This design comes from an exercise in tuning for small area and a short achievable clock period on the open sky130 flow, not from production work.
In this exercise RTL edits were held to simulation tests only and were not proved equivalent to the original.

==> flow/design.v, too long to show whole: its modules and the start of the top module <==
// module DSP_modules: 3585 lines
module DSP_modules
(
	input			clk,
	input			reset,
	output			done,
	input	[15:0]	in_a,
	input	[15:0]	in_b,
	output	[31:0]	out_a,
	output	[31:0]	out_b
);
  // ...
==> flow/flow/run.sh <==
#!/bin/bash
set -euo pipefail
R=$PWD/orfs/results/sky130hd/DSP_modules/base
bash standard.sh synth > synth.log 2>&1
cp $R/1_2_yosys.v $R/1_2_yosys.std.v
python3 flow/netopt.py $R/1_2_yosys.std.v $R/1_2_yosys.v --pin-only --upsize-ff 14 > netopt.log 2>&1
touch $R/1_2_yosys.v
bash standard.sh BUFFER_PORTS_ARGS="-buffer_cell sky130_fd_sc_hd__buf_1" \
  CTS_ARGS="-sink_clustering_enable -repair_clock_nets -dont_use_dummy_load -buf_list sky130_fd_sc_hd__clkbuf_8 -sink_clustering_size 20 -sink_clustering_max_diameter 60" \
  finish > layout.log 2>&1
==> flow/standard.sh <==
#!/bin/bash
# synth_recipe.tcl (not shown) runs the flow's synth.tcl, then flattens the netlist and writes it again
# the make line also repeats each setting of config.mk as NAME=value (left out here)
make -C /OpenROAD-flow-scripts/flow DESIGN_CONFIG=/design/flow/config.mk WORK_HOME=/design/flow/orfs CLKGATE_MAP_FILE= SYNTH_SCRIPT=/design/flow/synth_recipe.tcl "${@:-finish}"
==> flow/config.mk <==
export PLATFORM = sky130hd
export DESIGN_NAME = DSP_modules
export DESIGN_NICKNAME = DSP_modules
export VERILOG_FILES = /design/flow/design.v
export SDC_FILE = /design/flow/constraint.sdc
export NUM_CORES = 4
export LEC_CHECK = 0
export CAP_MARGIN = 20
export CORE_MARGIN = 2
export CORE_UTILIZATION = 40
export CTS_BUF_LIST = sky130_fd_sc_hd__clkbuf_8
export CTS_CLUSTER_DIAMETER = 60
export CTS_CLUSTER_SIZE = 20
export SLEW_MARGIN = 20
==> flow/constraint.sdc <==
create_clock -name core_clock -period 120.0 [get_ports {clk}]
set_input_delay 24.0000 -clock core_clock [delete_from_list [all_inputs] [get_ports {clk}]]
set_output_delay 24.0000 -clock core_clock [all_outputs]
set_load 0.01 [all_outputs]
Not shown: flow/flow/netopt.py
==> flow_summary.ini, run 1 <==
[finish]
design.seq.count = 264
n_fill_cell = 5124
seq_share = 0.2275
clkCellAreaFrac = 0.01481
largest_class = multi-input combinational cells
fin_cells = 2611
seq_area_sq_um = 5286

[route]
drt-initial-drc-count = 358
drt-met1-wl_mm = 15.40
highest_layer = met4

[synthesis]
synth_top_family_by_area = adder cells
synthMuxAreaShare = 0.003248
synthFlopType = dfxtp_1

[outcome]
run_status = timing/DRC/antenna clean

[clock_tree]
post-cts-setup-buffers = 0
path_clk_slew_ns = 0.10
clk_latency_ns = 0.60

[sta]
fin_ws_ns = 94.76
fmaxAchievable_mhz = 39.62

[min_path]
hp-start = r1_u2_inv

[grt]
gr-max-usage-layer = met2
==> inputs of run 2 (changes only) <==
--- a/flow/flow/run.sh
+++ b/flow/flow/run.sh
@@ -1,8 +1,21 @@
 #!/bin/bash
+# Own layout flow: the standard flow (standard.sh, unchanged synthesis)
+# with these changes:
+#  1. Between synthesis and floorplan, flow/netopt.py (see its header)
+#     - puts each full adder's carry input on the fast CIN pin (the three
+#       adder inputs are interchangeable),
+#     - drops buffers and double inverters that synthesis left around the
+#       adder cells (repair_design re-buffers as it needs),
+#     - uses a stronger drive of the same flip-flop cell for flip-flops that
+#       drive 14 or more pins.
+#     The logic and every register (name, cell type) stay as synthesized.
+#  2. Every port gets its own sky130_fd_sc_hd__buf_1 port buffer.
+#  3. Clock tree: clkbuf_8 buffers, no dummy load cells.
+# Each tool's full output goes to its own log file in this folder.
 set -euo pipefail
 R=$PWD/orfs/results/sky130hd/DSP_modules/base
 bash standard.sh synth > synth.log 2>&1
 cp $R/1_2_yosys.v $R/1_2_yosys.std.v
-python3 flow/netopt.py $R/1_2_yosys.std.v $R/1_2_yosys.v --pin-only --upsize-ff 14 > netopt.log 2>&1
+python3 flow/netopt.py $R/1_2_yosys.std.v $R/1_2_yosys.v --no-polarity --upsize-ff 14 --downsize-xor > netopt.log 2>&1
 touch $R/1_2_yosys.v
 bash standard.sh BUFFER_PORTS_ARGS="-buffer_cell sky130_fd_sc_hd__buf_1" \
--- a/flow/flow/netopt.py
+++ b/flow/flow/netopt.py
@@ -390,7 +390,15 @@
             q = c['pins'].get('Q')
             if q is not None and fo[q] >= UPSIZE:
-                c['type'] = 'sky130_fd_sc_hd__dfxtp_4' if fo[q] >= 2 * UPSIZE else 'sky130_fd_sc_hd__dfxtp_2'
+                c['type'] = 'sky130_fd_sc_hd__dfxtp_4' if fo[q] >= UPSIZE + 3 else 'sky130_fd_sc_hd__dfxtp_2'
                 nup += 1
     sys.stderr.write('netopt2: upsized %d flip-flops\n' % nup)
+if '--downsize-xor' in sys.argv:
+    nd = 0
+    for c in out_cells:
+        m = re.match(r'(x(n)?or2)_[248]$', T(c))
+        if m:
+            c['type'] = 'sky130_fd_sc_hd__' + m.group(1) + '_1'
+            nd += 1
+    sys.stderr.write('netopt2: downsized %d xor/xnor cells\n' % nd)
 ninv0 = sum(1 for c in cells if kind(c) == 'inv')
 nbuf0 = sum(1 for c in cells if kind(c) == 'buf')
==> run 2 against run 1 <==
  * Cell count fell by 0.15%
  * Final area rose by 0.11%
  * Utilization rose by 0.47 points
  * Routed wire length fell by 4.1%
  * Global-route usage fell by 0.070 points
  * Critical endpoint is now out_a[29]
==> flow_summary.ini, run 2 <==
[outcome]
run_status = timing/DRC/antenna clean

[synthesis]
syn-instance-count = 1793
avgSynthCellArea_sq_um = 12.00
yosys_warnings = 1
synthesis.area_sq_um = 21520

[floorplan]
ios = 99
num_rows = 85
die-area_sq_um = 55680
initial_utilization = 0.4023
die_width_um = 236.0
core_area_sq_um = 53500
fp.dieH_um = 236.0

[finish]
nNetsFinal = 2401
final_area_sq_um = 23260
num_antenna_cells = 0
multiInputGateArea_sq_um = 15020
syn2layout_area_growth_pct = 8.075
layout_commonest_cell = fa_1
n_fill_cell = 5055
seq_area_sq_um = 5315
final_cell_mix = 421 x fa_1, 308 x inv_1, 254 x dfxtp_1
drive_gt1_frac = 0.05861

[clock_tree]
htree_levels = 1
cts_resized = 0
root_buffer = clkbuf_8
clockBufferDepth = 3
post-cts-setup-buffers = 0
path_clk_slew_ns = 0.11
cts.sinks = 264
clk_latency_ns = 0.62
cts_tree = done
cts_buffers = 30
cts_hold_buf = 0

[sta]
setup_viol_count_final = 0
slew_viol_final = 0
fin_tns_setup_ns = 0
post-route-min-period_ns = 25.21
finalClockSkew_ns = 0.06378
fin_crit_sh = 0.2101
finalHoldViolCount = 0
worst_slew_pin_slew_ns = 0.9692
rsz0062_at_grt = no
slew_headroom = 0.3492
fmaxAchievable_mhz = 39.66

[placed_design]
portBuffers = 82
gp_congestion = 0.7923
placed_cell_area_sq_um = 22850
hpwl_mm = 30.81

[grt]
grt_pass1_wl_mm = 65.69
grt_max_degree = 24
grt.overflow.total = 0
antenna_found_initial = 0
grt_pass1_vias = 13630
grt_usage = 0.1428

[min_path]
hp-start = r2_u5_inv
hold_path_class = flop to flop

[setup_path]
startpoint = ya_r[15]
worstSetupPathType = flop to primary output
slowest_delay_ns = 0.45
required_ns = 96.00
cp.buffers_inverters = 1
cp_max_fo = 17
worstSetupEndpointType = primary output
startpoint_type = flop
arrival_ns = 1.21
crit_family = flip-flops
rr_startpoint = b_r[15]
cp_slowest_cell = dfxtp_2
crit_chain = buf_1

[route]
postRouteAntennaNets = 0
wl_mm = 36.73
drt-initial-drc-count = 283
drc = 0
vias = 11720
viasPerCell = 4.494
drt_pass1_iterations = 7
wl_per_cell_um = 14.09

[flow_run]
maxCapViolCount = 0
## run 2: path summary, 6_finish.rpt
| path | to | slack [ns] | depth (start not counted) |
|---|---|---|---|
| worst max-delay path | out_a[29] | 94.79 | 1 |
| worst min-delay path | r3_u5_inv | 0.26 | 0 |
| worst max register to register | r1_s4_inv | 95.25 | 84 |
| worst min register to register | r3_u5_inv | 0.26 | 0 |
## run 2: routing by layer
layer	up-vias	global-route usage	part of all wire
li1	5543	-	-
met1	6033	0.1633	0.40
met3	47	0.01627	0.021
met5	-	0	0
met2	93	0.2816	0.55
met4	0	0.03204	0.023
## run 2: final cells by class
class | count | area share
Timing Repair Buffer | 105 | 0.02066
Inverter | 308 | 0.04970
Multi-Input combinational cell | 1204 | 0.6459
Sequential cell | 264 | 0.2285
Clock buffer | 30 | 0.01775
Tap cell | 696 | 0.03744
## run 2: stage by stage
| stage | cells | utilization | hold WS (ns) | setup slack, ns |
|---|---|---|---|---|
| finish | 2607 | 0.4348 | 0.2568 | 94.79 |
| global route | 2607 | 0.4348 | 0.2639 | 93.92 |
| CTS | 2607 | 0.4348 | 0.2606 | 94.71 |
| detailed placement | 2577 | 0.4271 | 0.3120 | 95.03 |
| global placement | 2577 | 0.4271 | 0.3109 | 95.26 |
| floorplan | 1808 | - | 0.3089 | 94.12 |
==> inputs of run 3 (changes only) <==
--- a/flow/flow/run.sh
+++ b/flow/flow/run.sh
@@ -17,5 +17,5 @@
 bash standard.sh synth > synth.log 2>&1
 cp $R/1_2_yosys.v $R/1_2_yosys.std.v
-python3 flow/netopt.py $R/1_2_yosys.std.v $R/1_2_yosys.v --no-polarity --upsize-ff 14 --downsize-xor > netopt.log 2>&1
+python3 flow/netopt.py $R/1_2_yosys.std.v $R/1_2_yosys.v --no-polarity --upsize-ff 14 > netopt.log 2>&1
 touch $R/1_2_yosys.v
 bash standard.sh BUFFER_PORTS_ARGS="-buffer_cell sky130_fd_sc_hd__buf_1" \
--- a/flow/config.mk
+++ b/flow/config.mk
@@ -8,7 +8,5 @@
 export CAP_MARGIN = 20
 export CORE_MARGIN = 2
-export CORE_UTILIZATION = 40
-export CTS_BUF_LIST = sky130_fd_sc_hd__clkbuf_8
-export CTS_CLUSTER_DIAMETER = 60
-export CTS_CLUSTER_SIZE = 20
+export CORE_UTILIZATION = 60
+export PLACE_DENSITY = 0.75
 export SLEW_MARGIN = 20
==> run 3 against run 2 <==
  * Worst hold slack improved by 0.012 ns
  * First-iteration DRC count is 7.1% higher
  * Sequential share of layout area up 0.35 points
  * Critical path depth unchanged
  * Final area is 1.5% lower
  * Cell count fell by 9.2%
  * Maximum frequency is 0.14% lower
  * Via count is 0.70% lower
==> flow_summary.ini, run 3 <==
[clock_tree]
cts_resized = 0
cts_tree = done
root_buffer = clkbuf_8
clockBufferDepth = 3
path_clk_slew_ns = 0.11
cts.sinks = 264
htree_levels = 1
cts_buffers = 25
post-cts-setup-buffers = 0
cts_hold_buf = 0
clk_latency_ns = 0.60

[setup_path]
critical_path.endpoint = out_a[16]
slowest_delay_ns = 0.47
worstSetupEndpointType = primary output
crit_cells = 1
reg2reg_depth = 82
worstSetupPathType = flop to primary output
crit_chain = buf_1
crit_family = flip-flops
startpoint_type = flop
cp_max_fo = 17
required_ns = 96.00
cp.buffers_inverters = 1
r2r-end = r1_u4_inv
arrival_ns = 1.25
cp_slowest_cell = dfxtp_2
startpoint = ya_r[15]
rr_startpoint = b_r[1]
r2r_setup_slack_ns = 95.26

[floorplan]
die-area_sq_um = 37470
fp.dieH_um = 193.6
num_rows = 69
ios = 99
die_width_um = 193.6
core_area_sq_um = 35480
initial_utilization = 0.6076

[flow_run]
maxCapViolCount = 0

[grt]
grt_max_degree = 24
grt_usage = 0.2058
antenna_found_initial = 0
grt_pass1_vias = 13620
grt_pass1_wl_mm = 63.64
grt.overflow.total = 0

[sta]
worst_slew_pin_slew_ns = 0.7634
setup_viol_count_final = 0
slew_viol_final = 0
slew_headroom = 0.4911
finalHoldViolCount = 0
fmaxAchievable_mhz = 39.61
fin_crit_sh = 0.2104
fin_tns_setup_ns = 0
post-route-min-period_ns = 25.25
finalClockSkew_ns = 0.06913
rsz0062_at_grt = no

[min_path]
hold_path_class = flop to flop
hold_depth = 0

[finish]
nNetsFinal = 2395
utilization = 0.6455
num_antenna_cells = 0
layout_commonest_cell = fa_1
drive_gt1_frac = 0.05669
final_cell_mix = 421 x fa_1, 308 x inv_1, 254 x dfxtp_1
n_fill_cell = 2776
syn2layout_area_growth_pct = 6.239

[synthesis]
avgSynthCellArea_sq_um = 12.02
synthesis.area_sq_um = 21560
yosys_warnings = 1
syn-instance-count = 1793

[placed_design]
portBuffers = 82
gp_congestion = 0.7897
hpwl_mm = 29.36

[route]
wl_per_cell_um = 14.85
drt_pass1_iterations = 4
drc = 0
viasPerCell = 4.917
wl_mm = 35.13
drt-initial-drc-count = 303
postRouteAntennaNets = 0
vias = 11630

[outcome]
run_status = timing/DRC/antenna clean
## run 3: cell type report
cell class	count	area [sq um]	share of cell area
clock buffer	25	344.1	0.01502
inverter	308	1156	0.05048
multi-input combinational	1204	15040	0.6566
sequential	264	5315	0.2321
timing repair buffer	104	473.0	0.02065
tap	461	576.8	0.02518
## run 3: metrics by stage
stage / std cells / setup WS [ns] / hold WS, ns / instance area, sq um
after detailed placement: 2341 / 95.18 / 0.3121 / 22560
after global routing: 2366 / 94.00 / 0.2666 / 22900
final: 2366 / 94.75 / 0.2685 / 22900
after global placement: 2341 / 95.39 / 0.3122 / 22560
after CTS: 2366 / 94.70 / 0.2612 / 22900
after floorplan: 1808 / 94.64 / 0.3089 / 21620
## run 3: worst min path at each step
stage	from	end	slack, ns
after floorplan	r2_ssat	r3_ssat	0.31
after global placement	r2_usat	r3_usat	0.31
after detailed placement	r1_s3_inv	r2_s3_inv	0.31
after CTS	r2_u6_inv	r3_u6_inv	0.26
after global routing	r2_u6_inv	r3_u6_inv	0.27
final	r2_u6_inv	r3_u6_inv	0.27
## run 3: routing by layer
metal  up-vias  wire length (um)  GRT usage
met5         -                 0          0
met4         0               945    0.05033
met3        50               707    0.02301
met2       122             20200     0.4165
met1      5943             13270     0.2257
li1       5519                 -          -
==> inputs of run 4 (changes only) <==
--- a/flow/config.mk
+++ b/flow/config.mk
@@ -6,7 +6,6 @@
 export NUM_CORES = 4
 export LEC_CHECK = 0
-export CAP_MARGIN = 20
+export CAP_MARGIN = 0
 export CORE_MARGIN = 2
-export CORE_UTILIZATION = 60
-export PLACE_DENSITY = 0.75
-export SLEW_MARGIN = 20
+export CORE_UTILIZATION = 40
+export SLEW_MARGIN = 0
==> run 4 against run 3 <==
  * Still clean
  * Maximum frequency hardly changed
  * Sequential cell count unchanged
  * Worst hold slack got worse by 0.020 ns
==> flow_summary.ini, run 4 <==
[outcome]
run_status = timing/DRC/antenna clean

[sta]
slew_headroom = 0.4043
worst_slew_pin_slew_ns = 0.8935
finalHoldViolCount = 0
fin_crit_sh = 0.2103
rsz0062_at_grt = no
fmaxAchievable_mhz = 39.63
setup_viol_count_final = 0
fin_tns_setup_ns = 0
finalClockSkew_ns = 0.07946
post-route-min-period_ns = 25.23
slew_viol_final = 0

[synthesis]
synthesis.area_sq_um = 21560
yosys_warnings = 1
avgSynthCellArea_sq_um = 12.02
syn-instance-count = 1793

[floorplan]
die_width_um = 236.2
num_rows = 85
ios = 99
core_area_sq_um = 53600
fp.dieH_um = 236.2
die-area_sq_um = 55770
initial_utilization = 0.4022

[route]
viasPerCell = 4.515
postRouteAntennaNets = 0
drc = 0
wl_per_cell_um = 14.13
drt_pass1_iterations = 4
vias = 11770
drt-initial-drc-count = 323
wl_mm = 36.83

[finish]
drive_gt1_frac = 0.05916
final_cell_mix = 421 x fa_1, 308 x inv_1, 254 x dfxtp_1
multiInputGateArea_sq_um = 15040
n_fill_cell = 5131
syn2layout_area_growth_pct = 7.893
fin_cells = 2606
seq_area_sq_um = 5315
nNetsFinal = 2400
num_antenna_cells = 0
layout_commonest_cell = fa_1

[min_path]
hold_depth = 0
hold_path_class = flop to flop
holdPathEnd = r3_u5_inv
hp-start = r2_u5_inv

[grt]
grt_pass1_vias = 13730
grt_max_degree = 24
grt.overflow.total = 0
antenna_found_initial = 0
grt_usage = 0.1420
grt_pass1_wl_mm = 65.48

[clock_tree]
cts_resized = 0
cts_hold_buf = 0
clockBufferDepth = 3
cts.sinks = 264
cts_buffers = 29
clk_latency_ns = 0.63
cts_tree = done
root_buffer = clkbuf_8
htree_levels = 1
post-cts-setup-buffers = 0
path_clk_slew_ns = 0.11

[setup_path]
cp_slowest_cell = dfxtp_2
required_ns = 96.00
slowest_delay_ns = 0.45
crit_cells = 1
arrival_ns = 1.23
startpoint_type = flop
crit_family = flip-flops
rr_startpoint = b_r[15]
r2r-end = r1_s4_inv
cp_max_fo = 17
cp.buffers_inverters = 1
worstSetupPathType = flop to primary output
worstSetupEndpointType = primary output
reg2reg_depth = 84
r2r_setup_slack_ns = 95.33
crit_chain = buf_1

[placed_design]
portBuffers = 82
place_inst = 2577
gp_congestion = 0.7966
hpwl_mm = 30.90

[flow_run]
maxCapViolCount = 0
## run 4: per-stage QoR
step | instance area, sq um | utilization | worst slack [ns] | hold slack [ns]
2_1_floorplan | 21620 | - | 94.64 | 0.3089
5_1_grt | 23260 | 0.4340 | 93.99 | 0.2444
6_report | 23260 | 0.4340 | 94.77 | 0.2485
3_5_place_dp | 22860 | 0.4265 | 95.06 | 0.3121
3_3_place_gp | 22860 | 0.4265 | 95.26 | 0.3113
4_1_cts | 23260 | 0.4340 | 94.68 | 0.2468
## run 4: layout make-up
type,count,area share
Tap cell,696,0.03744
Inverter,308,0.04970
Multi-Input combinational cell,1204,0.6465
Timing Repair Buffer,105,0.02066
Clock buffer,29,0.01716
Sequential cell,264,0.2285
## run 4: worst max-delay path by stage
stage,from,end
final,ya_r[15],out_a[24]
after global routing,b_r[15],r1_s4_inv
after CTS,ya_r[15],out_a[24]
after detailed placement,b_r[15],r1_s4_inv
after global placement,b_r[15],r1_s4_inv
after floorplan,b_r[1],r1_u4_inv
## run 4: routing by layer
metal | up-vias | global-route usage | share of wire
met4 | 0 | 0.04028 | 0.029
met3 | 64 | 0.01673 | 0.025
met5 | - | 0 | 0
met1 | 6046 | 0.1637 | 0.40
li1 | 5533 | - | -
met2 | 122 | 0.2743 | 0.55
==> inputs of run 5 (changes only) <==
--- a/flow/flow/run.sh
+++ b/flow/flow/run.sh
@@ -20,4 +20,4 @@
 touch $R/1_2_yosys.v
 bash standard.sh BUFFER_PORTS_ARGS="-buffer_cell sky130_fd_sc_hd__buf_1" \
-  CTS_ARGS="-sink_clustering_enable -repair_clock_nets -dont_use_dummy_load -buf_list sky130_fd_sc_hd__clkbuf_8 -sink_clustering_size 20 -sink_clustering_max_diameter 60" \
+  CTS_ARGS="-sink_clustering_enable -repair_clock_nets -dont_use_dummy_load -buf_list sky130_fd_sc_hd__clkbuf_16 -sink_clustering_size 30 -sink_clustering_max_diameter 100" \
   finish > layout.log 2>&1
--- a/flow/config.mk
+++ b/flow/config.mk
@@ -6,6 +6,9 @@
 export NUM_CORES = 4
 export LEC_CHECK = 0
-export CAP_MARGIN = 0
+export CAP_MARGIN = 20
 export CORE_MARGIN = 2
 export CORE_UTILIZATION = 40
-export SLEW_MARGIN = 0
+export CTS_BUF_LIST = sky130_fd_sc_hd__clkbuf_8
+export CTS_CLUSTER_DIAMETER = 60
+export CTS_CLUSTER_SIZE = 20
+export SLEW_MARGIN = 20
==> run 5 against run 4 <==
  * Highest routed layer unchanged
  * Still clean
  * Synthesized cell count is the same
  * First-iteration DRC count shrank 6.8%
  * Setup slack gained 0.11 ns
  * Final area grew 0.33%
  * Register-to-register slack lost 0.02 ns
  * Utilization grew 0.14 points
  * Clock skew shrank 0.014 ns
  * Routed wire length grew 0.50%
  * Synthesized area is the same
  * Cell count shrank 0.38%
==> flow_summary.ini, run 5 <==
[clock_tree]
root_buffer = clkbuf_16
cts.sinks = 264
cts_hold_buf = 0
post-cts-setup-buffers = 0
cts_resized = 0
cts_tree = done
clk_latency_ns = 0.54
htree_levels = 1
clockBufferDepth = 3
cts_buffers = 19
path_clk_slew_ns = 0.10

[route]
wl_mm = 37.02
vias = 11740
drc = 0
postRouteAntennaNets = 0
drt_pass1_iterations = 5
viasPerCell = 4.521
wl_per_cell_um = 14.26
drt-initial-drc-count = 301

[min_path]
hold_path_class = flop to flop
hold_depth = 0

[setup_path]
worstSetupEndpointType = primary output
crit_family = flip-flops
slowest_delay_ns = 0.45
startpoint_type = flop
worstSetupPathType = flop to primary output
cp_max_fo = 17
crit_chain = buf_1
cp_slowest_cell = dfxtp_2
required_ns = 96.00
cp.buffers_inverters = 1
reg2reg_depth = 84
arrival_ns = 1.12
crit_cells = 1

[floorplan]
core_area_sq_um = 53600
die_width_um = 236.2
fp.dieH_um = 236.2
ios = 99
num_rows = 85
die-area_sq_um = 55770
initial_utilization = 0.4022

[finish]
n_fill_cell = 5101
nNetsFinal = 2390
syn2layout_area_growth_pct = 8.247
num_antenna_cells = 0
drive_gt1_frac = 0.05421
layout_commonest_cell = fa_1
final_cell_mix = 421 x fa_1, 308 x inv_1, 254 x dfxtp_1

[sta]
slew_headroom = 0.4005
fin_tns_setup_ns = 0
post-route-min-period_ns = 25.12
fin_crit_sh = 0.2093
worst_slew_pin_slew_ns = 0.8992
setup_viol_count_final = 0
finalHoldViolCount = 0
fmaxAchievable_mhz = 39.81
slew_viol_final = 0
rsz0062_at_grt = no
finalClockSkew_ns = 0.06544

[outcome]
run_status = timing/DRC/antenna clean

[placed_design]
gp_congestion = 0.7966
portBuffers = 82
hpwl_mm = 30.90

[grt]
grt_max_degree = 31
grt_pass1_vias = 13680
antenna_found_initial = 0
grt_pass1_wl_mm = 65.76
grt_usage = 0.1429
grt.overflow.total = 0

[synthesis]
yosys_warnings = 1
synthesis.area_sq_um = 21560
syn-instance-count = 1793
avgSynthCellArea_sq_um = 12.02

[flow_run]
maxCapViolCount = 0
[run 5: final cells by class]
class | count | area (sq um) | area share
flip-flops and latches | 264 | 5315 | 0.2278
repair buffers | 105 | 480.5 | 0.02059
inverters | 308 | 1156 | 0.04954
multi-input cells | 1204 | 15040 | 0.6444
clock buffers | 19 | 475.5 | 0.02037
well taps | 696 | 870.8 | 0.03731
[run 5: per-stage QoR]
stage	hold WS, ns	cell area [sq um]	util	cells	worst slack [ns]
2_1_floorplan	0.3089	21620	-	1808	94.64
3_3_place_gp	0.3113	22860	0.4265	2577	95.26
3_5_place_dp	0.3121	22860	0.4265	2577	95.06
4_1_cts	0.3022	23340	0.4354	2596	94.84
5_1_grt	0.3034	23340	0.4354	2596	94.00
6_report	0.3040	23340	0.4354	2596	94.88
[run 5: worst paths after layout]
check / start / end / slack, ns
min reg2reg: r2_usat / r3_usat / 0.30
max: ya_r[15] / out_a[24] / 94.88
min: r2_usat / r3_usat / 0.30
max reg2reg: b_r[15] / r1_s4_inv / 95.31
[run 5: routing by layer]
metal / GRT usage / share of wire / up-vias
met5: 0 / 0 / -
met4: 0.03395 / 0.024 / 0
met3: 0.01556 / 0.021 / 48
met2: 0.2789 / 0.55 / 129
met1: 0.1658 / 0.40 / 6035
li1: - / - / 5525
==> inputs of run 6 (changes only) <==
--- a/flow/flow/run.sh
+++ b/flow/flow/run.sh
@@ -20,4 +20,4 @@
 touch $R/1_2_yosys.v
 bash standard.sh BUFFER_PORTS_ARGS="-buffer_cell sky130_fd_sc_hd__buf_1" \
-  CTS_ARGS="-sink_clustering_enable -repair_clock_nets -dont_use_dummy_load -buf_list sky130_fd_sc_hd__clkbuf_16 -sink_clustering_size 30 -sink_clustering_max_diameter 100" \
+  CTS_ARGS="-sink_clustering_enable -repair_clock_nets -dont_use_dummy_load -buf_list sky130_fd_sc_hd__clkbuf_8 -sink_clustering_size 20 -sink_clustering_max_diameter 60" \
   finish > layout.log 2>&1
--- a/flow/flow/netopt.py
+++ b/flow/flow/netopt.py
@@ -390,15 +390,7 @@
             q = c['pins'].get('Q')
             if q is not None and fo[q] >= UPSIZE:
-                c['type'] = 'sky130_fd_sc_hd__dfxtp_4' if fo[q] >= UPSIZE + 3 else 'sky130_fd_sc_hd__dfxtp_2'
+                c['type'] = 'sky130_fd_sc_hd__dfxtp_4' if fo[q] >= 2 * UPSIZE else 'sky130_fd_sc_hd__dfxtp_2'
                 nup += 1
     sys.stderr.write('netopt2: upsized %d flip-flops\n' % nup)
-if '--downsize-xor' in sys.argv:
-    nd = 0
-    for c in out_cells:
-        m = re.match(r'(x(n)?or2)_[248]$', T(c))
-        if m:
-            c['type'] = 'sky130_fd_sc_hd__' + m.group(1) + '_1'
-            nd += 1
-    sys.stderr.write('netopt2: downsized %d xor/xnor cells\n' % nd)
 ninv0 = sum(1 for c in cells if kind(c) == 'inv')
 nbuf0 = sum(1 for c in cells if kind(c) == 'buf')
==> run 6 against run 5 <==
  * Via count is 0.31% lower
  * Register-to-register slack better by 0.15 ns
  * Die area hardly changed
  * Sequential cell count stayed put
  * Maximum frequency is 0.46% lower
  * Count of clock-buffer cells in the layout is 10 higher
  * Global-route usage hardly changed
==> flow_summary.ini, run 6 <==
[setup_path]
crit_chain = buf_1
slowest_delay_ns = 0.45
worstSetupPathType = flop to primary output
arrival_ns = 1.23
reg2reg_depth = 86
cp_max_fo = 17
cp_slowest_cell = dfxtp_2
required_ns = 96.00
crit_cells = 1
worstSetupEndpointType = primary output
cp.buffers_inverters = 1
startpoint_type = flop
crit_family = flip-flops

[clock_tree]
cts_hold_buf = 0
cts.sinks = 264
clk_latency_ns = 0.63
cts_resized = 0
clockBufferDepth = 3
cts_buffers = 29
path_clk_slew_ns = 0.10
htree_levels = 1
cts_tree = done
root_buffer = clkbuf_8
post-cts-setup-buffers = 0

[sta]
slew_viol_final = 0
fin_ws_ns = 94.77
finalHoldViolCount = 0
post-route-min-period_ns = 25.23
worst_slew_pin_slew_ns = 0.7589
setup_viol_count_final = 0
fin_crit_sh = 0.2103
finalClockSkew_ns = 0.07491
fmaxAchievable_mhz = 39.63
slew_headroom = 0.4941
rsz0062_at_grt = no
fin_tns_setup_ns = 0

[grt]
grt_pass1_wl_mm = 65.48
antenna_found_initial = 1
grt_max_degree = 24
grt_usage = 0.1426
grt_pass1_vias = 13650
grt.overflow.total = 0

[outcome]
run_status = timing/DRC/antenna clean

[synthesis]
syn-instance-count = 1793
yosys_warnings = 1
synthesis.area_sq_um = 21540
avgSynthCellArea_sq_um = 12.01

[route]
postRouteAntennaNets = 0
wl_per_cell_um = 14.20
vias = 11700
drt_pass1_iterations = 6
drc = 0
viasPerCell = 4.490
drt-initial-drc-count = 343
wl_mm = 37.00

[floorplan]
die-area_sq_um = 55730
core_area_sq_um = 53500
num_rows = 85
ios = 99
initial_utilization = 0.4027
die_width_um = 236.1
fp.dieH_um = 236.1

[min_path]
hold_depth = 0
hold_path_class = flop to flop

[finish]
final_cell_mix = 421 x fa_1, 308 x inv_1, 254 x dfxtp_1
syn2layout_area_growth_pct = 7.899
layout_commonest_cell = fa_1
drive_gt1_frac = 0.05916
nNetsFinal = 2400
utilization = 0.4345
num_antenna_cells = 0

[flow_run]
maxCapViolCount = 0

[placed_design]
gp_congestion = 0.8411
pre_cts_ws_ns = 95.36
hpwl_mm = 31.04
portBuffers = 82
## run 6: per-layer routing
layer / wire, um / GRT usage / up-vias
li1: - / - / 5536
met3: 858 / 0.01791 / 67
met2: 20210 / 0.2767 / 117
met1: 14950 / 0.1643 / 5981
met4: 986 / 0.03551 / 0
met5: 0 / 0 / -
## run 6: worst paths after layout
kind / startpoint / endpoint / slack, ns
setup / recovery: ya_r[15] / out_a[17] / 94.77
setup reg to reg: r2_u8_inv / r3_u12_inv / 95.46
hold reg to reg: r1_u1_inv / r2_u1_inv / 0.28
hold / removal: r1_u1_inv / r2_u1_inv / 0.28
## run 6: stage by stage
stage,hold slack (ns),cell area [sq um],std cells
CTS,0.2728,23240,2606
global route,0.2874,23240,2606
finish,0.2756,23240,2606
detailed placement,0.3121,22840,2577
floorplan,0.3095,21600,1808
global placement,0.3113,22840,2577
## run 6: cell type report
| class | count | area, sq um |
|---|---|---|
| multi-input cells | 1204 | 15040 |
| fillers | 5083 | 30250 |
| repair buffers | 105 | 480.5 |
| flip-flops and latches | 264 | 5298 |
| clock buffers | 29 | 399.1 |
| well taps | 696 | 870.8 |
| inverters | 308 | 1156 |
==> inputs of run 7 (changes only) <==
--- a/flow/flow/run.sh
+++ b/flow/flow/run.sh
@@ -17,5 +17,5 @@
 bash standard.sh synth > synth.log 2>&1
 cp $R/1_2_yosys.v $R/1_2_yosys.std.v
-python3 flow/netopt.py $R/1_2_yosys.std.v $R/1_2_yosys.v --no-polarity --upsize-ff 14 > netopt.log 2>&1
+python3 flow/netopt.py $R/1_2_yosys.std.v $R/1_2_yosys.v --band 8 --carry-weight 3 --upsize-ff 14 > netopt.log 2>&1
 touch $R/1_2_yosys.v
 bash standard.sh BUFFER_PORTS_ARGS="-buffer_cell sky130_fd_sc_hd__buf_1" \
--- a/flow/flow/netopt.py
+++ b/flow/flow/netopt.py
@@ -25,5 +25,5 @@
         _skip = False
         continue
-    if _a in ('--seed', '--carry-weight', '--split', '--upsize-ff'):
+    if _a in ('--seed', '--carry-weight', '--split', '--upsize-ff', '--band'):
         _skip = True
         continue
@@ -208,4 +208,17 @@
 
 start = total()
+if '--chain-groups' in sys.argv:
+    # keep every carry edge as it is (timing): only flip whole carry-connected
+    # groups of adders, and xor output polarities, when that saves inverters
+    do_pol = False
+    xors = [i for i in var if kind(cells[i]) == 'xor']
+    for rnd in range(30):
+        ch = False
+        for g in group_list + [[i] for i in var if kind(cells[i]) == 'fa' and find(i) == i and len(groups[find(i)]) == 1]:
+            ch |= try_group(g)
+        for i in xors:
+            ch |= try_group([i])
+        if not ch:
+            break
 if do_pol:
     # weighted parity union-find: satisfy as many "no inverter" constraints as
@@ -277,5 +290,43 @@
         zr, zp = ufind('ZERO')
         var[i] = pr ^ zp if r == zr else pr
-    for rnd in range(0 if (SPLIT or '--keep-chains' in sys.argv) else 20):
+    BAND = None
+    for ii, a in enumerate(sys.argv):
+        if a == '--band':
+            BAND = int(sys.argv[ii + 1])
+    if BAND is not None:
+        # flip a diagonal band of every adder array (cells with chain position
+        # minus row >= BAND): the carry chain of each row then changes polarity
+        # once, near its middle, so no row's carry ripples all-falling; sum
+        # edges run along the diagonals and need no inverter.
+        sum_pred = {}
+        for (i, p, r, e) in L:
+            s_ = src_cell(r)
+            if s_ is not None and kind(cells[i]) == 'fa' and kind(cells[s_]) == 'fa' and drv[r][1] == 'SUM':
+                sum_pred[i] = s_
+        row_cache = {}
+        def crow(i):
+            if i in row_cache:
+                return row_cache[i]
+            k = 0
+            j = i
+            while j in sum_pred and k < 64:
+                j = sum_pred[j]
+                k += 1
+            row_cache[i] = k
+            return k
+        nb = 0
+        for i in var:
+            if kind(cells[i]) == 'fa' and cpos(i) - crow(i) >= BAND:
+                var[i] ^= 1
+                nb += 1
+        sys.stderr.write('netopt2: band %d flips %d adders\n' % (BAND, nb))
+        for rnd in range(10):
+            ch = False
+            for i in var:
+                if kind(cells[i]) == 'xor':
+                    ch |= try_group([i])
+            if not ch:
+                break
+    for rnd in range(0 if (SPLIT or '--keep-chains' in sys.argv or '--band' in sys.argv) else 20):
         ch = False
         for g in group_list:
@@ -286,5 +337,5 @@
             break
     order = list(var)
-    for rnd in range(0 if (SPLIT or '--keep-chains' in sys.argv) else 60):
+    for rnd in range(0 if (SPLIT or '--keep-chains' in sys.argv or '--band' in sys.argv) else 60):
         improved = False
         random.shuffle(order)
@@ -390,7 +441,15 @@
             q = c['pins'].get('Q')
             if q is not None and fo[q] >= UPSIZE:
-                c['type'] = 'sky130_fd_sc_hd__dfxtp_4' if fo[q] >= 2 * UPSIZE else 'sky130_fd_sc_hd__dfxtp_2'
+                c['type'] = 'sky130_fd_sc_hd__dfxtp_4' if fo[q] >= UPSIZE + 3 else 'sky130_fd_sc_hd__dfxtp_2'
                 nup += 1
     sys.stderr.write('netopt2: upsized %d flip-flops\n' % nup)
+if '--downsize-xor' in sys.argv:
+    nd = 0
+    for c in out_cells:
+        m = re.match(r'(x(n)?or2)_[248]$', T(c))
+        if m:
+            c['type'] = 'sky130_fd_sc_hd__' + m.group(1) + '_1'
+            nd += 1
+    sys.stderr.write('netopt2: downsized %d xor/xnor cells\n' % nd)
 ninv0 = sum(1 for c in cells if kind(c) == 'inv')
 nbuf0 = sum(1 for c in cells if kind(c) == 'buf')
==> run 7 against run 6 <==
  * Still clean
  * Cell count is 4.2% lower
  * Via count is 3.9% lower
  * Setup slack better by 0.0048 ns
==> flow_summary.ini, run 7 <==
[outcome]
run_status = timing/DRC/antenna clean

[placed_design]
hpwl_mm = 29.54
portBuffers = 82
gp_congestion = 0.7731

[grt]
grt_max_degree = 24
grt_pass1_vias = 13160
antenna_found_initial = 0
grt_usage = 0.1395
grt_pass1_wl_mm = 62.80
grt.overflow.total = 0

[route]
drc = 0
drt_pass1_iterations = 6
postRouteAntennaNets = 0
wl_mm = 35.03
drt-initial-drc-count = 345
wl_per_cell_um = 14.03
vias = 11240
viasPerCell = 4.501

[sta]
worst_slew_pin_slew_ns = 0.8837
slew_headroom = 0.4109
rsz0062_at_grt = no
post-route-min-period_ns = 25.23
fin_crit_sh = 0.2102
slew_viol_final = 0
fin_tns_setup_ns = 0
setup_viol_count_final = 0
finalClockSkew_ns = 0.08723
finalHoldViolCount = 0
fmaxAchievable_mhz = 39.64

[setup_path]
r2r_setup_slack_ns = 96.14
arrival_ns = 1.23
worstSetupEndpointType = primary output
crit_family = flip-flops
reg2reg_depth = 78
cp_max_fo = 17
slowest_delay_ns = 0.45
cp.buffers_inverters = 1
cp_slowest_cell = dfxtp_2
crit_chain = buf_1
crit_cells = 1
worstSetupPathType = flop to primary output
startpoint_type = flop
required_ns = 96.00

[finish]
num_antenna_cells = 0
layout_commonest_cell = fa_1
drive_gt1_frac = 0.06136
n_fill_cell = 4937
syn2layout_area_growth_pct = 7.854
nNetsFinal = 2299
utilization = 0.4358
final_cell_mix = 421 x fa_1, 254 x dfxtp_1, 249 x xor2_1

[synthesis]
avgSynthCellArea_sq_um = 12.51
synthesis.area_sq_um = 21190
syn-instance-count = 1694
yosys_warnings = 1

[floorplan]
die_width_um = 234.2
initial_utilization = 0.4040
num_rows = 84
core_area_sq_um = 52450
ios = 99
die-area_sq_um = 54830
fp.dieH_um = 234.2

[clock_tree]
path_clk_slew_ns = 0.09
clk_latency_ns = 0.63
cts_resized = 0
root_buffer = clkbuf_8
cts_buffers = 27
post-cts-setup-buffers = 0
cts_hold_buf = 0
cts_tree = done
htree_levels = 1
cts.sinks = 264
clockBufferDepth = 3

[flow_run]
maxCapViolCount = 0

[min_path]
hold_depth = 0
hold_path_class = flop to flop
-- run 7: cell count changes in the layout (fill, tap and decap cells not counted), sizes merged --
cell,change
clkbuf,-2
xnor3,-1
xnor2,-28
inv,-99
xor2,+28
xor3,+1
-- run 7: area by class of cell --
class,instances,area (sq um),area share
flip-flops and latches,264,5315,0.2326
clock buffers,27,371.6,0.01626
well taps,688,860.8,0.03767
repair buffers,105,480.5,0.02102
inverters,209,784.5,0.03433
multi-input cells,1204,15040,0.6581
-- run 7: final timing paths --
check / to / startpoint
worst max-delay path: out_a[15] / ya_r[15]
worst min-delay path: r3_s6_inv / r2_s6_inv
worst max register to register: r1_s4_s14 / b_r[15]
worst min register to register: r3_s6_inv / r2_s6_inv
-- run 7: metal layers --
metal	global-route usage	wire, um	part of all wire	vias to the layer above
met5	0	0	0	-
met4	0.03204	831	0.024	0
met3	0.01727	832	0.024	52
met2	0.2730	19280	0.55	115
met1	0.1597	14080	0.40	5749
li1	-	-	-	5324
-- run 7: through the flow --
step | instance area [sq um] | hold slack [ns] | instances | setup slack [ns]
finish | 22850 | 0.3128 | 2497 | 94.77
CTS | 22850 | 0.3199 | 2497 | 94.69
detailed placement | 22480 | 0.3118 | 2470 | 95.38
global route | 22850 | 0.3343 | 2497 | 94.63
global placement | 22480 | 0.3131 | 2470 | 95.40
floorplan | 21250 | 0.3089 | 1709 | 95.37
==> inputs of run 8 (changes only) <==
--- a/flow/flow/run.sh
+++ b/flow/flow/run.sh
@@ -17,5 +17,5 @@
 bash standard.sh synth > synth.log 2>&1
 cp $R/1_2_yosys.v $R/1_2_yosys.std.v
-python3 flow/netopt.py $R/1_2_yosys.std.v $R/1_2_yosys.v --band 8 --carry-weight 3 --upsize-ff 14 > netopt.log 2>&1
+python3 flow/netopt.py $R/1_2_yosys.std.v $R/1_2_yosys.v --band 6 --carry-weight 3 --upsize-ff 14 > netopt.log 2>&1
 touch $R/1_2_yosys.v
 bash standard.sh BUFFER_PORTS_ARGS="-buffer_cell sky130_fd_sc_hd__buf_1" \
==> run 8 against run 7 <==
  * Worst hold slack lost 0.037 ns
  * Count of clock-buffer cells in the layout grew 1
  * Highest routed layer unchanged
  * Cell count grew 1.2%
  * Maximum frequency shrank 0.12%
  * Still clean
  * Die area grew 0.49%
==> flow_summary.ini, run 8 <==
[clock_tree]
path_clk_slew_ns = 0.10
cts_hold_buf = 0
root_buffer = clkbuf_8
cts_tree = done
cts_buffers = 28
clk_latency_ns = 0.63
cts_resized = 0
post-cts-setup-buffers = 0
clockBufferDepth = 3
htree_levels = 1
cts.sinks = 264

[setup_path]
crit_family = flip-flops
r2r-end = r1_s4_s14
reg2reg_depth = 78
cp_max_fo = 17
required_ns = 96.00
worstSetupPathType = flop to primary output
rr_startpoint = b_r[15]
crit_chain = buf_1
slowest_delay_ns = 0.46
worstSetupEndpointType = primary output
cp_slowest_cell = dfxtp_2
r2r_setup_slack_ns = 97.15
arrival_ns = 1.26
startpoint_type = flop
cp.buffers_inverters = 1

[finish]
nNetsFinal = 2328
final_area_sq_um = 22970
layout_commonest_cell = fa_1
drive_gt1_frac = 0.06094
final_cell_mix = 421 x fa_1, 254 x dfxtp_1, 251 x xnor2_1
syn2layout_area_growth_pct = 7.879
num_antenna_cells = 0

[route]
viasPerCell = 4.496
wl_mm = 35.16
vias = 11360
postRouteAntennaNets = 0
drc = 0
drt_pass1_iterations = 6
drt-initial-drc-count = 277
wl_per_cell_um = 13.92

[floorplan]
num_rows = 84
fp.dieH_um = 234.7
ios = 99
core_area_sq_um = 52550
die_width_um = 234.7
die-area_sq_um = 55100
initial_utilization = 0.4052

[grt]
grt.overflow.total = 0
grt_max_degree = 24
grt_pass1_wl_mm = 63.65
grt_usage = 0.1368
antenna_found_initial = 0
grt_pass1_vias = 13300

[placed_design]
gp_congestion = 0.7613
hpwl_mm = 29.55
portBuffers = 82
placed_cell_area_sq_um = 22590

[sta]
slew_viol_final = 0
slew_headroom = 0.4227
fin_crit_sh = 0.2105
finalHoldViolCount = 0
finalClockSkew_ns = 0.09821
worst_slew_pin_slew_ns = 0.8659
rsz0062_at_grt = no
setup_viol_count_final = 0
post-route-min-period_ns = 25.26
fmaxAchievable_mhz = 39.59
fin_tns_setup_ns = 0

[min_path]
hp-start = r2_s6_inv
holdPathEnd = r3_s6_inv
hold_path_class = flop to flop
hold_depth = 0

[synthesis]
yosys_warnings = 1
synthesis.area_sq_um = 21290
avgSynthCellArea_sq_um = 12.37
syn-instance-count = 1722

[outcome]
run_status = timing/DRC/antenna clean

[flow_run]
maxCapViolCount = 0
## run 8: worst max-delay path by stage
stage                         from   endpoint  cells after the start
after floorplan           ya_r[15]  out_a[16]                      1
after CTS                 ya_r[15]  out_a[26]                      1
after global routing      ya_r[15]  out_a[21]                      1
final                     ya_r[15]  out_a[26]                      1
after global placement    ya_r[15]  out_a[15]                      1
after detailed placement  ya_r[15]  out_a[26]                      1
## run 8: final cells by class
| type | instances | area, sq um |
|---|---|---|
| Clock buffer | 28 | 385.4 |
| Tap cell | 688 | 860.8 |
| Inverter | 237 | 889.6 |
| Fill cell | 4937 | 29580 |
| Timing Repair Buffer | 105 | 480.5 |
| Sequential cell | 264 | 5315 |
| Multi-Input combinational cell | 1204 | 15040 |
## run 8: per-stage QoR
| step | setup slack, ns | hold WS, ns | cells | utilization |
|---|---|---|---|---|
| 3_5_place_dp | 95.37 | 0.3121 | 2498 | 0.4298 |
| 3_3_place_gp | 95.39 | 0.3101 | 2498 | 0.4298 |
| 2_1_floorplan | 95.37 | 0.3089 | 1737 | - |
| 6_report | 94.74 | 0.2755 | 2526 | 0.4371 |
| 5_1_grt | 94.64 | 0.2680 | 2526 | 0.4371 |
| 4_1_cts | 94.67 | 0.2797 | 2526 | 0.4371 |
## run 8: per-layer routing
metal  share of wire  track usage
met5               0            0
met2            0.55       0.2679
met1            0.41       0.1574
met3           0.022      0.01715
met4           0.020      0.02896
==> inputs of run 9 (changes only) <==
--- a/flow/flow/run.sh
+++ b/flow/flow/run.sh
@@ -17,5 +17,5 @@
 bash standard.sh synth > synth.log 2>&1
 cp $R/1_2_yosys.v $R/1_2_yosys.std.v
-python3 flow/netopt.py $R/1_2_yosys.std.v $R/1_2_yosys.v --band 6 --carry-weight 3 --upsize-ff 14 > netopt.log 2>&1
+python3 flow/netopt.py $R/1_2_yosys.std.v $R/1_2_yosys.v --band 10 --carry-weight 3 --upsize-ff 14 > netopt.log 2>&1
 touch $R/1_2_yosys.v
 bash standard.sh BUFFER_PORTS_ARGS="-buffer_cell sky130_fd_sc_hd__buf_1" \
--- a/flow/flow/netopt.py
+++ b/flow/flow/netopt.py
@@ -441,5 +441,5 @@
             q = c['pins'].get('Q')
             if q is not None and fo[q] >= UPSIZE:
-                c['type'] = 'sky130_fd_sc_hd__dfxtp_4' if fo[q] >= UPSIZE + 3 else 'sky130_fd_sc_hd__dfxtp_2'
+                c['type'] = 'sky130_fd_sc_hd__dfxtp_4' if fo[q] >= UPSIZE + 2 else 'sky130_fd_sc_hd__dfxtp_2'
                 nup += 1
     sys.stderr.write('netopt2: upsized %d flip-flops\n' % nup)
==> run 9 against run 8 <==
  * Still clean on timing, DRC and antenna
  * Sequential cell count did not move
  * Non-clock buffer count rose by 1
  * Cell count fell by 2.3%
  * Register-to-register slack got worse by 2.9 ns
  * Die area fell by 0.96%
  * Clock skew fell by 0.015 ns
  * Worst hold slack improved by 0.021 ns
  * Critical path depth rose by 76
  * Sequential share of layout area rose by 0.26 points
  * Via count fell by 1.7%
  * Critical endpoint is now r1_s4_s14
  * Largest cell class unchanged
  * Highest routed layer unchanged
==> flow_summary.ini, run 9 <==
[sta]
finalClockSkew_ns = 0.08306
slew_headroom = 0.4119
hold-worst-slack_ns = 0.2963
fin_crit_sh = 0.2143
worst_slew_pin_slew_ns = 0.8822
setup_viol_count_final = 0
post-route-min-period_ns = 25.72
slew_viol_final = 0
rsz0062_at_grt = no
fmaxAchievable_mhz = 38.88
fin_ws_ns = 94.28
fin_tns_setup_ns = 0
finalHoldViolCount = 0

[route]
vias = 11170
wl_per_cell_um = 14.77
drt-initial-drc-count = 292
wl_mm = 36.43
drt_pass1_iterations = 4
viasPerCell = 4.526
postRouteAntennaNets = 0
drc = 0

[floorplan]
fp.dieH_um = 233.6
core_area_sq_um = 52340
die-area_sq_um = 54570
die_width_um = 233.6
initial_utilization = 0.4028
ios = 99
num_rows = 84

[setup_path]
rr_startpoint = a_r[15]
reg2reg_depth = 77
cp_slowest_cell = ha_1
worstSetupPathType = flop to flop
crit_family = adder cells
crit_cells = 77
crit_top_cell = fa_1
startpoint_type = flop
cp.buffers_inverters = 9
required_ns = 120.48
r2r-end = r1_s4_s14
worstSetupEndpointType = flop
arrival_ns = 26.20
slowest_delay_ns = 0.95
r2r_setup_slack_ns = 94.28
startpoint = a_r[15]
cp_max_fo = 18
critical_path.endpoint = r1_s4_s14

[clock_tree]
cts_hold_buf = 0
cts_tree = done
cts.sinks = 264
post-cts-setup-buffers = 0
path_clk_slew_ns = 0.11
clk_latency_ns = 0.61
root_buffer = clkbuf_8
cts_buffers = 25
htree_levels = 1
clockBufferDepth = 3
cts_resized = 0

[outcome]
run_status = timing/DRC/antenna clean

[grt]
grt_usage = 0.1431
grt_pass1_vias = 12780
antenna_found_initial = 0
grt.overflow.total = 0
grt_pass1_wl_mm = 63.19
grt_max_degree = 24

[finish]
layout_commonest_cell = fa_1
syn2layout_area_growth_pct = 7.851
final_cell_mix = 421 x fa_1, 279 x xor2_1, 254 x dfxtp_1
nNetsFinal = 2269
num_antenna_cells = 0
drive_gt1_frac = 0.06183

[flow_run]
maxCapViolCount = 0

[synthesis]
synthesis.area_sq_um = 21090
avgSynthCellArea_sq_um = 12.66
yosys_warnings = 1
syn-instance-count = 1665

[placed_design]
gp_congestion = 0.7963
portBuffers = 82
hpwl_mm = 30.38
pre_cts_ws_ns = 94.13

[min_path]
hold_path_class = flop to flop
-- run 9: changes by cell type in the layout (fill, tap and decap cells not counted), sizes merged --
cell    before  now
inv        237  180
clkbuf      28   25
xor2       227  285
buf        105  106
xnor2      268  210
-- run 9: worst register-to-register path, delay by kind of cell (launching register included) --
family                     cells  cell delay, ns
adders and majority gates     57           21.19
xor gates and xnor gates       7            1.61
buffers and inverters          9            1.33
DFF                            1            0.72
and+or+nand+nor                2            0.46
AOI/OAI and AO/OA              2            0.36
-- run 9: stage by stage --
stage / cells / area (sq um) / util
4_1_cts: 2467 / 22740 / 0.4345
5_1_grt: 2467 / 22740 / 0.4345
3_5_place_dp: 2442 / 22400 / 0.4279
6_report: 2467 / 22740 / 0.4345
3_3_place_gp: 2442 / 22390 / 0.4277
2_1_floorplan: 1680 / 21140 / -
-- run 9: area by class of cell --
cell class	instances	area, sq um
fillers	4903	29600
multi-input cells	1204	15050
flip-flops and latches	264	5320
well taps	688	860.8
inverters	180	675.6
repair buffers	106	488.0
clock buffers	25	344.1
-- run 9: worst min-delay path by stage --
stage,start,endpoint,slack [ns],cells past startpoint
after global placement,r2_u1_inv,r3_u1_inv,0.31,0
final,r2_u6_inv,r3_u6_inv,0.30,0
after detailed placement,r2_s7_inv,r3_s7_inv,0.31,0
after floorplan,r2_ssat,r3_ssat,0.31,0
after global routing,r2_u6_inv,r3_u6_inv,0.30,0
after CTS,r2_u6_inv,r3_u6_inv,0.30,0
-- run 9: layer usage --
| metal | track usage | part of all wire |
|---|---|---|
| met5 | 0 | 0 |
| met4 | 0.02729 | 0.020 |
| met3 | 0.01697 | 0.023 |
| met2 | 0.2794 | 0.55 |
| met1 | 0.1670 | 0.41 |
==> inputs of run 10 (changes only) <==
--- a/flow/flow/run.sh
+++ b/flow/flow/run.sh
@@ -17,5 +17,5 @@
 bash standard.sh synth > synth.log 2>&1
 cp $R/1_2_yosys.v $R/1_2_yosys.std.v
-python3 flow/netopt.py $R/1_2_yosys.std.v $R/1_2_yosys.v --band 10 --carry-weight 3 --upsize-ff 14 > netopt.log 2>&1
+python3 flow/netopt.py $R/1_2_yosys.std.v $R/1_2_yosys.v --band 8 --carry-weight 3 --upsize-ff 14 > netopt.log 2>&1
 touch $R/1_2_yosys.v
 bash standard.sh BUFFER_PORTS_ARGS="-buffer_cell sky130_fd_sc_hd__buf_1" \
==> run 10 against run 9 <==
  * Still clean
  * Routed wire length is 2.3% lower
  * Count of clock-buffer cells in the layout is 2 higher
  * Synthesized cell count is 1.7% higher
  * Final area is 0.52% higher
  * Via count is 1.3% higher
  * Synthesized area is 0.52% higher
  * Non-clock buffer count is 1 lower
  * Worst hold slack worse by 0.011 ns
  * Sequential cell count stayed put
  * Sequential share of layout area is 0.12 points lower
  * Largest cell class unchanged
==> flow_summary.ini, run 10 <==
[setup_path]
cp.buffers_inverters = 1
crit_chain = buf_1
cp_max_fo = 17
rr_startpoint = b_r[15]
startpoint_type = flop
r2r-end = r1_s4_inv
arrival_ns = 1.21
cp_slowest_cell = dfxtp_4
crit_family = flip-flops
reg2reg_depth = 79
slowest_delay_ns = 0.42
required_ns = 96.00
worstSetupEndpointType = primary output
worstSetupPathType = flop to primary output
r2r_setup_slack_ns = 96.23

[clock_tree]
cts_buffers = 27
cts_tree = done
cts.sinks = 264
cts_resized = 0
htree_levels = 1
root_buffer = clkbuf_8
path_clk_slew_ns = 0.11
clk_latency_ns = 0.63
post-cts-setup-buffers = 0
cts_hold_buf = 0
clockBufferDepth = 3

[sta]
worst_slew_pin_slew_ns = 0.8403
fmaxAchievable_mhz = 39.66
finalHoldViolCount = 0
finalClockSkew_ns = 0.09819
fin_crit_sh = 0.2101
post-route-min-period_ns = 25.21
rsz0062_at_grt = no
setup_viol_count_final = 0
slew_headroom = 0.4398
slew_viol_final = 0
fin_tns_setup_ns = 0

[route]
drt-met1-wl_mm = 14.18
wl_met3_um = 868
drc = 0
postRouteAntennaNets = 0
highest_layer = met4
viasPerCell = 4.529
wl_met2_mm = 19.67
drt_pass1_iterations = 4
wl_mm = 35.60
drt-initial-drc-count = 298
vias = 11310
wl_per_cell_um = 14.26

[synthesis]
synthesis.area_sq_um = 21190
syn-instance-count = 1694
yosys_warnings = 1
avgSynthCellArea_sq_um = 12.51

[floorplan]
fp.dieH_um = 234.2
core_area_sq_um = 52450
ios = 99
initial_utilization = 0.4041
die-area_sq_um = 54840
die_width_um = 234.2
num_rows = 84

[finish]
final_area_sq_um = 22860
seq_area_sq_um = 5320
drive_gt1_frac = 0.06136
n_fill_cell = 4915
nNetsFinal = 2299
multiInputGateArea_sq_um = 15040
layout_commonest_cell = fa_1
num_antenna_cells = 0
final_cell_mix = 421 x fa_1, 254 x dfxtp_1, 249 x xor2_1
syn2layout_area_growth_pct = 7.852

[min_path]
hold_depth = 0
holdPathEnd = r3_u5_inv
hp-start = r2_u5_inv
hold_path_class = flop to flop

[grt]
grt_pass1_wl_mm = 62.91
grt_max_degree = 24
grt_pass1_vias = 13210
grt_usage = 0.1402
antenna_found_initial = 0
grt.overflow.total = 0

[placed_design]
gp_congestion = 0.7814
portBuffers = 82
placed_cell_area_sq_um = 22490
hpwl_mm = 30.01

[outcome]
run_status = timing/DRC/antenna clean

[flow_run]
maxCapViolCount = 0
-- run 10: layer usage --
metal | track usage | vias to the layer above
li1 | - | 5326
met1 | 0.1571 | 5827
met2 | 0.2771 | 111
met3 | 0.01909 | 45
met4 | 0.03244 | 0
met5 | 0 | -
-- run 10: worst max path at each step --
| stage | from | endpoint | slack [ns] | cells past startpoint |
|---|---|---|---|---|
| after floorplan | ya_r[15] | out_a[16] | 95.45 | 1 |
| after global placement | ya_r[15] | out_a[21] | 95.44 | 1 |
| after detailed placement | ya_r[15] | out_a[17] | 95.43 | 1 |
| after CTS | ya_r[15] | out_a[17] | 94.72 | 1 |
| after global routing | ya_r[15] | out_a[15] | 94.66 | 1 |
| final | ya_r[15] | out_a[17] | 94.79 | 1 |
-- run 10: metrics by stage --
step	cells	setup WS, ns	util	hold WS (ns)
after floorplan	1709	95.45	-	0.3089
after global placement	2470	95.44	0.4288	0.3133
after detailed placement	2470	95.43	0.4288	0.3121
after CTS	2497	94.72	0.4358	0.2996
after global routing	2497	94.66	0.4358	0.3056
final	2497	94.79	0.4358	0.2852
-- run 10: layout make-up --
class,instances,share of cell area
clock buffers,27,0.01626
inverters,209,0.03432
multi-input cells,1204,0.6580
flip-flops and latches,264,0.2327
well taps,688,0.03766
repair buffers,105,0.02102
==> inputs of run 11 (changes only) <==
--- a/flow/flow/run.sh
+++ b/flow/flow/run.sh
@@ -20,4 +20,4 @@
 touch $R/1_2_yosys.v
 bash standard.sh BUFFER_PORTS_ARGS="-buffer_cell sky130_fd_sc_hd__buf_1" \
-  CTS_ARGS="-sink_clustering_enable -repair_clock_nets -dont_use_dummy_load -buf_list sky130_fd_sc_hd__clkbuf_8 -sink_clustering_size 20 -sink_clustering_max_diameter 60" \
+  CTS_ARGS="-sink_clustering_enable -repair_clock_nets -dont_use_dummy_load -root_buf sky130_fd_sc_hd__clkbuf_16 -buf_list sky130_fd_sc_hd__clkbuf_8 -sink_clustering_size 20 -sink_clustering_max_diameter 60" \
   finish > layout.log 2>&1
==> run 11 against run 10 <==
  * Non-clock buffer count unchanged
  * Still clean on timing, DRC and antenna
  * First-iteration DRC count increased by 2.7%
  * Worst hold slack improved by 0.015 ns
  * Setup slack improved by 0.085 ns
  * Critical path depth unchanged
  * Via count about the same
==> flow_summary.ini, run 11 <==
[floorplan]
die-area_sq_um = 54840
core_area_sq_um = 52450
ios = 99
fp.dieH_um = 234.2
die_width_um = 234.2
num_rows = 84
initial_utilization = 0.4041

[sta]
finalClockSkew_ns = 0.08311
rsz0062_at_grt = no
fin_ws_ns = 94.87
fin_crit_sh = 0.2094
fin_tns_setup_ns = 0
finalHoldViolCount = 0
worst_slew_pin_slew_ns = 0.8411
post-route-min-period_ns = 25.13
slew_viol_final = 0
fmaxAchievable_mhz = 39.79
setup_viol_count_final = 0
slew_headroom = 0.4393

[synthesis]
syn-instance-count = 1694
avgSynthCellArea_sq_um = 12.51
yosys_warnings = 1
synthesis.area_sq_um = 21190

[grt]
grt_pass1_vias = 13210
antenna_found_initial = 0
grt_pass1_wl_mm = 62.98
grt_max_degree = 24
grt_usage = 0.1405
grt.overflow.total = 0

[setup_path]
required_ns = 96.00
slowest_delay_ns = 0.42
crit_chain = buf_1
cp.buffers_inverters = 1
r2r_setup_slack_ns = 96.22
cp_max_fo = 17
arrival_ns = 1.13
cp_slowest_cell = dfxtp_4
crit_family = flip-flops
startpoint_type = flop
worstSetupEndpointType = primary output
worstSetupPathType = flop to primary output

[finish]
syn2layout_area_growth_pct = 8.011
nNetsFinal = 2299
n_fill_cell = 4914
layout_commonest_cell = fa_1
num_antenna_cells = 0
final_cell_mix = 421 x fa_1, 254 x dfxtp_1, 249 x xor2_1
seq_area_sq_um = 5320
drive_gt1_frac = 0.06136
utilization = 0.4365
multiInputGateArea_sq_um = 15040

[clock_tree]
clockBufferDepth = 3
cts_buffers = 27
post-cts-setup-buffers = 0
htree_levels = 1
cts_resized = 0
root_buffer = clkbuf_16
cts_tree = done
cts.sinks = 264
cts_hold_buf = 0
path_clk_slew_ns = 0.11
clk_latency_ns = 0.55

[outcome]
run_status = timing/DRC/antenna clean

[placed_design]
hpwl_mm = 30.01
portBuffers = 82
gp_congestion = 0.7814
pre_cts_ws_ns = 95.43

[flow_run]
maxCapViolCount = 0

[min_path]
hold_path_class = flop to flop

[route]
wl_mm = 35.62
drc = 0
vias = 11300
drt_pass1_iterations = 6
postRouteAntennaNets = 0
viasPerCell = 4.526
drt-initial-drc-count = 306
wl_per_cell_um = 14.26
==> run 11: layer usage <==
layer | vias to the layer above | wire (um) | GRT usage
met5 | - | 0 | 0
met1 | 5815 | 14160 | 0.1571
met3 | 44 | 903 | 0.01958
met2 | 116 | 19730 | 0.2776
li1 | 5327 | - | -
met4 | 0 | 819 | 0.03244
==> run 11: final cells by class <==
| class | instances | share of cell area |
|---|---|---|
| Clock buffer | 27 | 0.01771 |
| Inverter | 209 | 0.03427 |
| Multi-Input combinational cell | 1204 | 0.6570 |
| Sequential cell | 264 | 0.2324 |
| Tap cell | 688 | 0.03760 |
| Timing Repair Buffer | 105 | 0.02099 |
==> run 11: through the flow <==
stage | cell area [sq um] | std cells | hold WS (ns)
after floorplan | 21250 | 1709 | 0.3089
after global placement | 22490 | 2470 | 0.3133
after detailed placement | 22490 | 2470 | 0.3121
after CTS | 22890 | 2497 | 0.3129
after global routing | 22890 | 2497 | 0.3170
final | 22890 | 2497 | 0.3006
==> run 11: final timing paths <==
check                 start        end  cells after the start
setup / recovery   ya_r[15]  out_a[17]                      1
hold / removal    r2_u5_inv  r3_u5_inv                      0
setup reg to reg    b_r[15]  r1_s4_inv                     79
hold reg to reg   r2_u5_inv  r3_u5_inv                      0

==> what the ideal ports hide <==
Ports are ideal in the flow. The routed layouts listed here were re-timed in OpenROAD. Step 1, drivers: a clkbuf_16 drives clk and a buf_2 each remaining input, both assumed. Step 2 also shifts input and output timing later by t, the mid clock arrival at the registers, as if the neighbouring blocks saw the same clock. Three values: ideal ports, drivers, drivers and shift; two values: the first two.
run	t, ns	setup slack, ns	slew at the worst register clock pin (ns)
run 1	0.615	94.758 / 94.710 / 95.326	0.11 / 0.11
run 2	0.645	94.788 / 94.735 / 95.247	0.11 / 0.11
run 3	0.601	94.753 / 94.708 / 95.258	0.11 / 0.11
run 4	0.639	94.768 / 94.717 / 95.334	0.11 / 0.11
run 5	0.563	94.882 / 94.827 / 95.311	0.11 / 0.11
run 6	0.637	94.767 / 94.718 / 95.355	0.11 / 0.11
run 7	0.623	94.771 / 94.726 / 95.350	0.11 / 0.11
run 8	0.635	94.742 / 94.694 / 95.329	0.11 / 0.11
run 9	0.603	94.281 / 94.281 / 94.281	0.11 / 0.11
run 10	0.631	94.786 / 94.738 / 95.369	0.11 / 0.11
run 11	0.558	94.871 / 94.819 / 95.377	0.11 / 0.11
After both steps setup and hold are still met in every run listed.
